Background: an optimization exercise with open tools, aiming at small area. Do not read the settings as production practice. The RTL was checked by simulation tests, not by an equivalence proof against the original design. Power and IR drop assume default switching activity.

// Interfaz
module Interfaz(
    input wire clk,reset,
    input wire instrucciones,ProgramarCrono,ring,
    input wire inicioSecuencia,
    input wire [7:0] datoRTC,
    input wire [7:0] cursor,
    input wire Escribir,
    output wire  [11:0] rgbO,
    output wire hsync,vsync,
    output wire video_on,
    input wire [7:0] datos0,datos1,datos2,datos3,datos4,datos5,datos6,datos7,datos8,
    datos9,datos10,
    output wire [9:0] pixelx, pixely,
    output wire [17:0] rom_addrGraficos,
    input wire [11:0] datoGraficos
    );
Size: about 2200 cells after synthesis, about 150 flip-flops, about 180 I/O pins, ~14000 um^2 of cells after synthesis.
Settings: LEC_CHECK=0, ABC_AREA=1, CAP_MARGIN=20, CORE_MARGIN=2, CORE_UTILIZATION=60, SLEW_MARGIN=20, SYNTH_MEMORY_MAX_BITS=32768; clock period 10.0 ns.
run.sh (not shown) runs the stock make flow with config.mk's settings and CLKGATE_MAP_FILE= SYNTH_SCRIPT=/design/flow/synth_recipe.tcl, a recipe that flattens the netlist after the stock synthesis.
Then changed:
==> flow/flow/run.sh (new file) <==
#!/bin/bash
# Own layout flow: the standard ORFS flow with three changes that only affect cell area:
#  - synthesis maps the logic with an area-oriented ABC script (flow/abc_area.script) and
#    without the adder extraction pass (ADDER_MAP_FILE empty); registers are untouched;
#  - ports are buffered with sky130_fd_sc_hd__buf_1 instead of the resizer's default choice.
# Each make run writes its full output to its own log file here.
set -euo pipefail
W=$PWD
mkdir -p "$W/scripts_area"
cp -r "$FLOW_HOME/scripts/." "$W/scripts_area/"
cp "$W/flow/abc_area.script" "$W/scripts_area/abc_area.script"
bash standard.sh SCRIPTS_DIR="$W/scripts_area" ABC_AREA=1 ADDER_MAP_FILE= \
  BUFFER_PORTS_ARGS="-buffer_cell sky130_fd_sc_hd__buf_1" synth > "$W/flow_synth.log" 2>&1
bash standard.sh SCRIPTS_DIR="$W/scripts_area" ABC_AREA=1 ADDER_MAP_FILE= \
  BUFFER_PORTS_ARGS="-buffer_cell sky130_fd_sc_hd__buf_1" finish > "$W/flow_finish.log" 2>&1
==> flow/flow/abc_area.script (new file) <==
strash
ifraig
scorr
dc2
strash
&get -n
&dch -f
&nf -R 1000
&put
==> flow/standard.sh (new file) <==
#!/bin/bash
# synth_recipe.tcl (not shown) runs the flow's synth.tcl, then flattens the netlist and writes it again
# the make line also repeats each setting of config.mk as NAME=value (left out here)
make -C /OpenROAD-flow-scripts/flow DESIGN_CONFIG=/design/flow/config.mk WORK_HOME=/design/flow/orfs CLKGATE_MAP_FILE= SYNTH_SCRIPT=/design/flow/synth_recipe.tcl "${@:-finish}"
removed: flow/run.sh
Total power goes down by 3.6%.
Final area fell by 21%.
Die area goes down by 18%.
Wire length fell by 14%.
Sequential share of layout area climbs by 6.4 points.
Utilization falls by 0.83 points.
First-iteration DRC count increases by 18%.
Setup slack is worse by 0.92 ns.
Via count drops by 15%.
Clock power came out lower by 3.1%.
Sequential power is about the same.

---

green:
Another version of the RTL of Interfaz (not shown whole).
Size: ~0.010 mm^2 of cells after synthesis.
clock: 10.0 ns
lec_check: 0
abc_area: 1
cap_margin: 20
core_margin: 2
core_utilization: 60
slew_margin: 20
synth_memory_max_bits: 32768
standard.sh (not shown) runs the stock make flow with config.mk's settings and CLKGATE_MAP_FILE= SYNTH_SCRIPT=/design/flow/synth_recipe.tcl, a recipe that flattens the netlist after the stock synthesis.
==> flow/flow/run.sh <==
#!/bin/bash
# Own layout flow: the standard ORFS flow with three changes that only affect cell area:
#  - synthesis maps the logic with an area-oriented ABC script (flow/abc_area.script) and
#    without the adder extraction pass (ADDER_MAP_FILE empty); registers are untouched;
#  - ports are buffered with sky130_fd_sc_hd__buf_1 instead of the resizer's default choice.
# Each make run writes its full output to its own log file here.
set -euo pipefail
W=$PWD
mkdir -p "$W/scripts_area"
cp -r "$FLOW_HOME/scripts/." "$W/scripts_area/"
cp "$W/flow/abc_area.script" "$W/scripts_area/abc_area.script"
bash standard.sh SCRIPTS_DIR="$W/scripts_area" ABC_AREA=1 ADDER_MAP_FILE= \
  BUFFER_PORTS_ARGS="-buffer_cell sky130_fd_sc_hd__buf_1" synth > "$W/flow_synth.log" 2>&1
bash standard.sh SCRIPTS_DIR="$W/scripts_area" ABC_AREA=1 ADDER_MAP_FILE= \
  BUFFER_PORTS_ARGS="-buffer_cell sky130_fd_sc_hd__buf_1" finish > "$W/flow_finish.log" 2>&1
==> flow/flow/abc_area.script <==
strash
ifraig
scorr
dc2
strash
&get -n
&dch -f
&nf -R 1000
&put
strash
&get -n
&dch -f
&nf -R 1000
&put
strash
&get -n
&dch -f
&nf -R 1000
&put
### green -> red
==> flow/flow/run.sh <==
#!/bin/bash
# Own layout flow: the standard ORFS flow with changes that only affect cell area:
#  - synthesis maps the logic with an area-oriented ABC script (flow/abc_area.script) and
#    without the adder extraction pass (ADDER_MAP_FILE empty); registers are untouched;
#  - ports are buffered with sky130_fd_sc_hd__buf_1 instead of the resizer's default choice;
#  - the clock tree is built from sky130_fd_sc_hd__clkbuf_8 without dummy loads.
# Each make run writes its full output to its own log file here.
set -euo pipefail
W=$PWD
mkdir -p "$W/scripts_area"
cp -r "$FLOW_HOME/scripts/." "$W/scripts_area/"
cp "$W/flow/abc_area.script" "$W/scripts_area/abc_area.script"
ARGS=(SCRIPTS_DIR="$W/scripts_area" ABC_AREA=1 ADDER_MAP_FILE=
  BUFFER_PORTS_ARGS="-buffer_cell sky130_fd_sc_hd__buf_1"
  CTS_ARGS="-sink_clustering_enable -repair_clock_nets -buf_list sky130_fd_sc_hd__clkbuf_8 -root_buf sky130_fd_sc_hd__clkbuf_8 -sink_clustering_size 12 -dont_use_dummy_load")
bash standard.sh "${ARGS[@]}" synth > "$W/flow_synth.log" 2>&1
bash standard.sh "${ARGS[@]}" finish > "$W/flow_finish.log" 2>&1
diff --git a/flow/config.mk b/flow/config.mk
--- a/flow/config.mk
+++ b/flow/config.mk
@@ -9,5 +9,6 @@
 export CAP_MARGIN = 20
 export CORE_MARGIN = 2
-export CORE_UTILIZATION = 60
+export CORE_UTILIZATION = 50
+export GPL_TIMING_DRIVEN = 0
 export SLEW_MARGIN = 20
 export SYNTH_MEMORY_MAX_BITS = 32768
==> comparison <==
Result for red and green: all clean
Compared with green, red improves cell area.
Compared with green, via count of the first global-routing pass in red decreased by a few percent.
Against green, red reports a net switching power of the design that is lower.
Area enclosed by the die boundary in red is about 20% higher than in green
Post-route worst setup slack (higher): red
Per the comparison of red with green, power -26%; sum of routed wire length over all layers -about 0.5%.

[port drivers added, routing unchanged]
How much do the figures lean on ideal ports? The routed layouts below were timed once more, with nothing changed but the port constraints. Step 1 (the two cells are an assumption about what drives the block):
set clk [get_ports {clk}]
set_driving_cell -lib_cell sky130_fd_sc_hd__clkbuf_16 $clk
set_driving_cell -lib_cell sky130_fd_sc_hd__buf_2 [delete_from_list [all_inputs] $clk]
Step 2 times the ports against the registers' clock, not the clock port: input delays grow and output delays shrink by t, the midpoint of the rising clock arrivals with the driver on. Three values: ideal ports, drivers, drivers and shift; two values: the first two.
run	t, ns	setup WS [ns]	worst hold slack (ns)	slew at the worst register clock pin (ns)	pins driven straight from the clock port
the first run of note 1	0.491	2.889 / 2.838 / 3.329	0.491 / 0.491 / 0.491	0.09 / 0.09	1
the second run of note 1	0.482	1.968 / 1.968 / 1.968	0.496 / 0.496 / 0.496	0.08 / 0.08	1
green	0.482	1.441 / 1.441 / 1.441	0.510 / 0.510 / 0.510	0.07 / 0.07	1
red	0.490	1.594 / 1.594 / 1.594	0.482 / 0.482 / 0.482	0.10 / 0.10	1
After both steps setup and hold are still met in every run listed.
